This is an optimization exercise on Yosys and OpenROAD, whose aim is small area, a short achievable clock period and few clock cycles per item, not a production implementation.

==> run a <==
// cache_controller
module cache_controller(
    input [31:0] current_instruction,
    input clock,
    input reset,
    input [127:0] inst_readdata,
    input inst_BUSY,
    output reg inst_read,
    output [31:0] output_instr,
    output reg [5:0] inst_address,
    output reg BUSY
);
==> module cache_controller, before the edit <==
module cache_controller(
    input [31:0] current_instruction,
    input clock,
    input reset,
    input [127:0] inst_readdata,
    input inst_BUSY,
    output reg inst_read,
    output [31:0] output_instr,
    output reg [5:0] inst_address,
    output reg BUSY
);
    reg         cache_VALID [7:0];
    reg [2:0]   cache_TAG   [7:0];
    reg [127:0] ring        [7:0];
    reg [2:0]   label       [7:0];   
    reg         pend;            
    reg  [2:0]  pend_line;       
    reg         idle_rd;         
    reg         done;            
    reg         waiting;         
    reg [3:0]   word_rd;         
    reg [31:0]  out_q;
    wire [9:0] address = current_instruction[9:0];
    wire [2:0] index   = address[6:4];
    wire       fetch   = |current_instruction;
    wire       HIT     = cache_VALID[index] && (cache_TAG[index] == address[9:7]);
    wire       ready   = idle_rd && !done && !waiting;
    wire       enter0  = pend && (pend_line == label[7]);
    wire       enter4  = pend && (pend_line == label[3]);
    wire       enter   = enter0 || enter4;
    wire       go      = !pend || enter || (pend_line == index);
    wire miss   = ready && fetch && !HIT;
    wire read_d = idle_rd ? ((miss || waiting) && go) : inst_BUSY;
    wire wait_d = (miss || waiting) && !go;
    wire done_d = idle_rd ? (ready && fetch && HIT) : !inst_BUSY;
    wire last   = !idle_rd && !inst_BUSY;    
    wire pend_d = last || (pend && !enter && !read_d);
    wire [23:0] labels;
    wire [8:0]  slot_ok;
    wire [31:0] sel;
    wire [3:0]  fsel;
    genvar g;
    generate
        for (g = 0; g < 8; g = g + 1) begin : g_slot
            assign labels[3*g +: 3] = label[g];
            assign slot_ok[g] = idle_rd && !(pend && pend_line == label[g]);
        end
    endgenerate
    assign slot_ok[8] = idle_rd && pend;
    cache_word_select u_select (
        .index(index), .word(address[3:2]),
        .labels({pend_line, labels}), .slot_ok(slot_ok),
        .sel({fsel, sel})
    );
    wire [3:0] rsel = word_rd | fsel;
    reg [31:0] out_d;
    integer s, w;
    always @(*) begin
        out_d = 32'd0;
        for (s = 0; s < 8; s = s + 1)
            for (w = 0; w < 4; w = w + 1)
                out_d = out_d | ({32{sel[4*s+w]}} & ring[s][32*w +: 32]);
        for (w = 0; w < 4; w = w + 1)
            out_d = out_d | ({32{rsel[w]}} & inst_readdata[32*w +: 32]);
    end
    integer i;
    always @(posedge clock or posedge reset) begin
        if (reset) begin
            idle_rd   <= 1'b1;
            done      <= 1'b0;
            waiting   <= 1'b0;
            inst_read <= 1'b0;
            pend      <= 1'b0;
            for (i = 0; i < 8; i = i + 1)
                label[i] <= i;
        end else begin
            idle_rd   <= !read_d;
            done      <= done_d;
            waiting   <= wait_d;
            inst_read <= read_d;
            pend      <= pend_d;
            label[0]  <= label[7];
            for (i = 1; i < 8; i = i + 1)
                label[i] <= label[i-1];
        end
    end
    always @(posedge clock) begin
        for (i = 0; i < 4; i = i + 1)
            word_rd[i] <= read_d && address[3:2] == i;
        BUSY         <= !done_d;
        inst_address <= address[9:4];
        out_q        <= out_d;
        if (last)
            pend_line <= index;
    end
    assign output_instr = out_q;
    always @(posedge clock or posedge reset) begin
        if (reset) begin
            for (i = 0; i < 8; i = i + 1)
                cache_VALID[i] <= 1'b0;
        end else if (last) begin
            cache_VALID[index] <= 1'b1;
        end
    end
    always @(posedge clock) begin
        if (last)
            cache_TAG[index] <= address[9:7];
    end
    always @(posedge clock) begin
        ring[0] <= enter0 ? inst_readdata : ring[7];
        ring[4] <= enter4 ? inst_readdata : ring[3];
        for (i = 1; i < 8; i = i + 1)
            if (i != 4) ring[i] <= ring[i-1];
    end
endmodule
==> module cache_word_select, before the edit <==
module cache_word_select (
    input  [2:0]  index,
    input  [1:0]  word,
    input  [26:0] labels,
    input  [8:0]  slot_ok,
    output [35:0] sel
);
    genvar s, w;
    generate
        for (s = 0; s < 9; s = s + 1) begin : g_s
            wire hit = slot_ok[s] && index == labels[3*s +: 3];
            for (w = 0; w < 4; w = w + 1) begin : g_w
                assign sel[4*s+w] = hit && word == w;
            end
        end
    endgenerate
endmodule
Settings: LEC_CHECK=0, CAP_MARGIN=20, CORE_MARGIN=2, CORE_UTILIZATION=55, CTS_CLUSTER_DIAMETER=80, CTS_CLUSTER_SIZE=25, PLACE_DENSITY=0.7, SETUP_SLACK_MARGIN=4.0, SLEW_MARGIN=20, SYNTH_HIERARCHICAL=1, SYNTH_MINIMUM_KEEP_SIZE=0; clock period 6.5 ns.
standard.sh (not shown) runs the stock make flow with config.mk's settings and CLKGATE_MAP_FILE= SYNTH_SCRIPT=/design/flow/synth_recipe.tcl, a recipe that flattens the netlist after the stock synthesis.
==> flow/flow/run.sh <==
#!/bin/bash
# The standard layout, with plain buffers on the ports instead of the
# delay cells buffer_ports picks by default. make's output goes to
# make_finish.log; each ORFS step logs under orfs/logs/.
set -euo pipefail
bash standard.sh \
    BUFFER_PORTS_ARGS="-buffer_cell sky130_fd_sc_hd__buf_2" \
    finish > make_finish.log 2>&1
==> run b (differences from run a) <==
==> flow/design.v (replaced) <==
`timescale 1ns/100ps
module cache_controller(
    input [31:0] current_instruction,
    input clock,
    input reset,
    input [127:0] inst_readdata,
    input inst_BUSY,
    output reg inst_read,
    output [31:0] output_instr,
    output reg [5:0] inst_address,
    output reg BUSY
);
    reg         cache_VALID [7:0];
    reg [2:0]   cache_TAG   [7:0];
    reg [127:0] ring        [7:0];
    reg  [2:0]  ptr;             
    reg         pend;            
    reg  [2:0]  pend_line;       
    reg         idle_rd;         
    reg         done;            
    reg         waiting;         
    reg [3:0]   word_rd;         
    reg [31:0]  out_q;
    wire [9:0] address = current_instruction[9:0];
    wire [2:0] index   = address[6:4];
    wire       fetch   = |current_instruction;
    wire       HIT     = cache_VALID[index] && (cache_TAG[index] == address[9:7]);
    wire       ready   = idle_rd && !done && !waiting;
    wire       enter0 = pend && (pend_line == 3'd7 - ptr);
    wire       enter4 = pend && (pend_line == 3'd3 - ptr);
    wire       enter   = enter0 || enter4;
    wire       go      = !pend || enter || (pend_line == index);
    wire miss   = ready && fetch && !HIT;
    wire read_d = idle_rd ? ((miss || waiting) && go) : inst_BUSY;
    wire wait_d = (miss || waiting) && !go;
    wire done_d = idle_rd ? (ready && fetch && HIT) : !inst_BUSY;
    wire last   = !idle_rd && !inst_BUSY;    
    wire pend_d = last || (pend && !enter && !read_d);
    wire       pend_hit = pend && (pend_line == index);
    reg [31:0] out_d;
    integer s, w;
    always @(*) begin
        out_d = 32'd0;
        for (s = 0; s < 8; s = s + 1)
            for (w = 0; w < 4; w = w + 1)
                out_d = out_d | ({32{idle_rd && !(pend && pend_line == s[2:0] - ptr)
                                     && index == s[2:0] - ptr && address[3:2] == w}}
                                 & ring[s][32*w +: 32]);
        for (w = 0; w < 4; w = w + 1)
            out_d = out_d | ({32{word_rd[w] || (idle_rd && pend_hit && address[3:2] == w)}}
                             & inst_readdata[32*w +: 32]);
    end
    integer i;
    always @(posedge clock or posedge reset) begin
        if (reset) begin
            idle_rd   <= 1'b1;
            done      <= 1'b0;
            waiting   <= 1'b0;
            inst_read <= 1'b0;
            ptr       <= 3'd0;
            pend      <= 1'b0;
        end else begin
            idle_rd   <= !read_d;
            done      <= done_d;
            waiting   <= wait_d;
            inst_read <= read_d;
            ptr       <= ptr + 3'd1;
            pend      <= pend_d;
        end
    end
    always @(posedge clock) begin
        for (i = 0; i < 4; i = i + 1)
            word_rd[i] <= read_d && address[3:2] == i;
        BUSY         <= !done_d;
        inst_address <= address[9:4];
        out_q        <= out_d;
        if (last)
            pend_line <= index;
    end
    assign output_instr = out_q;
    always @(posedge clock or posedge reset) begin
        if (reset) begin
            for (i = 0; i < 8; i = i + 1)
                cache_VALID[i] <= 1'b0;
        end else if (last) begin
            cache_VALID[index] <= 1'b1;
        end
    end
    always @(posedge clock) begin
        if (last)
            cache_TAG[index] <= address[9:7];
    end
    always @(posedge clock) begin
        ring[0] <= enter0 ? inst_readdata : ring[7];
        ring[4] <= enter4 ? inst_readdata : ring[3];
        for (i = 1; i < 8; i = i + 1)
            if (i != 4) ring[i] <= ring[i-1];
    end
endmodule
Settings changed: SYNTH_HIERARCHICAL 1 to unset, SYNTH_MINIMUM_KEEP_SIZE 0 to unset.
==> run c (differences from run a) <==
==> flow/design.v (replaced) <==
`timescale 1ns/100ps
module cache_controller(
    input [31:0] current_instruction,
    input clock,
    input reset,
    input [127:0] inst_readdata,
    input inst_BUSY,
    output reg inst_read,
    output [31:0] output_instr,
    output reg [5:0] inst_address,
    output reg BUSY
);
    reg         cache_VALID [7:0];
    reg [2:0]   cache_TAG   [7:0];
    reg [127:0] cache_DATA  [7:0];
    reg         done;
    reg [31:0]  out_q;
    wire [9:0] address = current_instruction[9:0];
    wire       fetch   = |current_instruction;
    wire       HIT     = cache_VALID[address[6:4]] && (cache_TAG[address[6:4]] == address[9:7]);
    wire       ready   = !inst_read && !done;
    reg [31:0] out_d;
    integer l, w;
    always @(*) begin
        out_d = 32'd0;
        for (l = 0; l < 8; l = l + 1)
            for (w = 0; w < 4; w = w + 1)
                out_d = out_d | ({32{!inst_read && address[6:4] == l && address[3:2] == w}}
                                 & cache_DATA[l][32*w +: 32]);
        for (w = 0; w < 4; w = w + 1)
            out_d = out_d | ({32{inst_read && address[3:2] == w}} & inst_readdata[32*w +: 32]);
    end
    wire read_d = inst_read ? inst_BUSY : (ready && fetch && !HIT);
    wire done_d = inst_read ? !inst_BUSY : (ready && fetch && HIT);
    always @(posedge clock or posedge reset) begin
        if (reset) begin
            inst_read <= 1'b0;
            done      <= 1'b0;
        end else begin
            inst_read <= read_d;
            done      <= done_d;
        end
    end
    always @(posedge clock) begin
        BUSY         <= !done_d;
        inst_address <= address[9:4];
        out_q        <= out_d;
    end
    assign output_instr = out_q;
    integer i;
    always @(posedge clock or posedge reset) begin
        if (reset) begin
            for (i = 0; i < 8; i = i + 1)
                cache_VALID[i] <= 1'b0;
        end else if (inst_read) begin
            cache_VALID[inst_address[2:0]] <= 1'b1;
        end
    end
    always @(posedge clock) begin
        if (inst_read) begin
            cache_DATA[inst_address[2:0]] <= inst_readdata;
            cache_TAG[inst_address[2:0]]  <= inst_address[5:3];
        end
    end
endmodule
==> flow/run.sh (new file) <==
#!/bin/bash
# synth_recipe.tcl (not shown) runs the flow's synth.tcl, then flattens the netlist and writes it again
# the make line also repeats each setting of config.mk as NAME=value (left out here)
make -C /OpenROAD-flow-scripts/flow DESIGN_CONFIG=/design/flow/config.mk WORK_HOME=/design/flow/orfs CLKGATE_MAP_FILE= SYNTH_SCRIPT=/design/flow/synth_recipe.tcl finish
Settings changed: CORE_UTILIZATION 55 to 40, CTS_CLUSTER_DIAMETER 80 to unset, CTS_CLUSTER_SIZE 25 to unset, PLACE_DENSITY 0.7 to 0.6, SETUP_SLACK_MARGIN 4.0 to 3.8, SYNTH_HIERARCHICAL 1 to unset, SYNTH_MINIMUM_KEEP_SIZE 0 to unset.
removed: flow/flow/run.sh
removed: flow/standard.sh
==> impl_metrics.toml <==
[timing]
relSlewSlack_pct = 28.93
fin_skew_ps = 17.65

[outcome]
status = "no timing/DRC/antenna violations"

[pwr]
p_sw_uw = 3775
comb_power_uw = 1550
seqPwrFrac_pct = 52.6

[layout]
final_cell_mix = "1048 x edfxtp_1, 476 x a22oi_1, 157 x clkdlybuf4s50_1, 113 x nand2_1, 107 x clkbuf_16"
buf_share_pct = 8.007

[routing]
dr.pass1.iters = 7
vias_per_cell = 6.233

[synth]
synth-edff-count = 1048

[placed_design]
hpwl_um = 68280

[floorplanning]
die-area_mm2 = 0.1019
That was run c.
==> impl_metrics.toml <==
[layout]
final_cell_mix = "1054 x dfxtp_1, 839 x nand2_1, 227 x a22oi_1, 201 x buf_4, 193 x buf_2"
buf_share_pct = 14.07

[outcome]
status = "no timing/DRC/antenna violations"

[routing]
vias_per_cell = 6.852
dr.pass1.iters = 8

[placed_design]
hpwl_um = 78180

[floorplanning]
die-area_mm2 = 0.06441

[timing]
fin_skew_ps = 41.14

[synth]
synth-edff-count = 27

[pwr]
p_sw_uw = 5904
seqPwrFrac_pct = 63.1
That was run b.
==> impl_metrics.toml <==
[floorplanning]
die-area_mm2 = 0.06382

[timing]
fin_skew_ps = 18.96
relSlewSlack_pct = 47.01

[pwr]
p_sw_uw = 4947

[routing]
vias_per_cell = 6.844

[layout]
final_cell_mix = "1061 x dfxtp_1, 474 x a22oi_1, 258 x mux2_2, 196 x buf_2, 130 x nand4_1"

[outcome]
status = "no timing/DRC/antenna violations"

[synth]
synth-edff-count = 27
That was run a.
No run of this note included a check of the RTL's function; only the layout flow was run.

## afterwards: timing with drivers on the ports
Ports are ideal in the flow. The routed layouts listed here were re-timed in OpenROAD. Step 1, drivers: a clkbuf_16 drives clock and a buf_2 each remaining input, both assumed. Step 2 adds t to the input delays and takes it off the output delays; t is the mean of the earliest and latest rising clock arrival at the registers after step 1. Input paths then give back, and output paths get back, about the clock's delay inside the block. a / b / c = ideal / step 1 / step 2; a / b = the first two.
| run | t (ns) | slack for setup (ns) | worst setup path at the end | clock arrival spread, ns |
|---|---|---|---|---|
| run a | 0.701 | 3.646 / 3.637 / 2.936 | input to register | 0.020 / 0.020 |
| run b | 0.734 | 3.149 / 3.149 / 2.436 | input to register | 0.050 / 0.050 |
| run c | 0.735 | 3.764 / 3.697 / 2.976 | input to register | 0.025 / 0.024 |
After both steps setup and hold are still met in every run listed. For run c, which loses most, drivers alone change the setup slack by -0.067 ns; drivers and shift together by -0.788 ns.
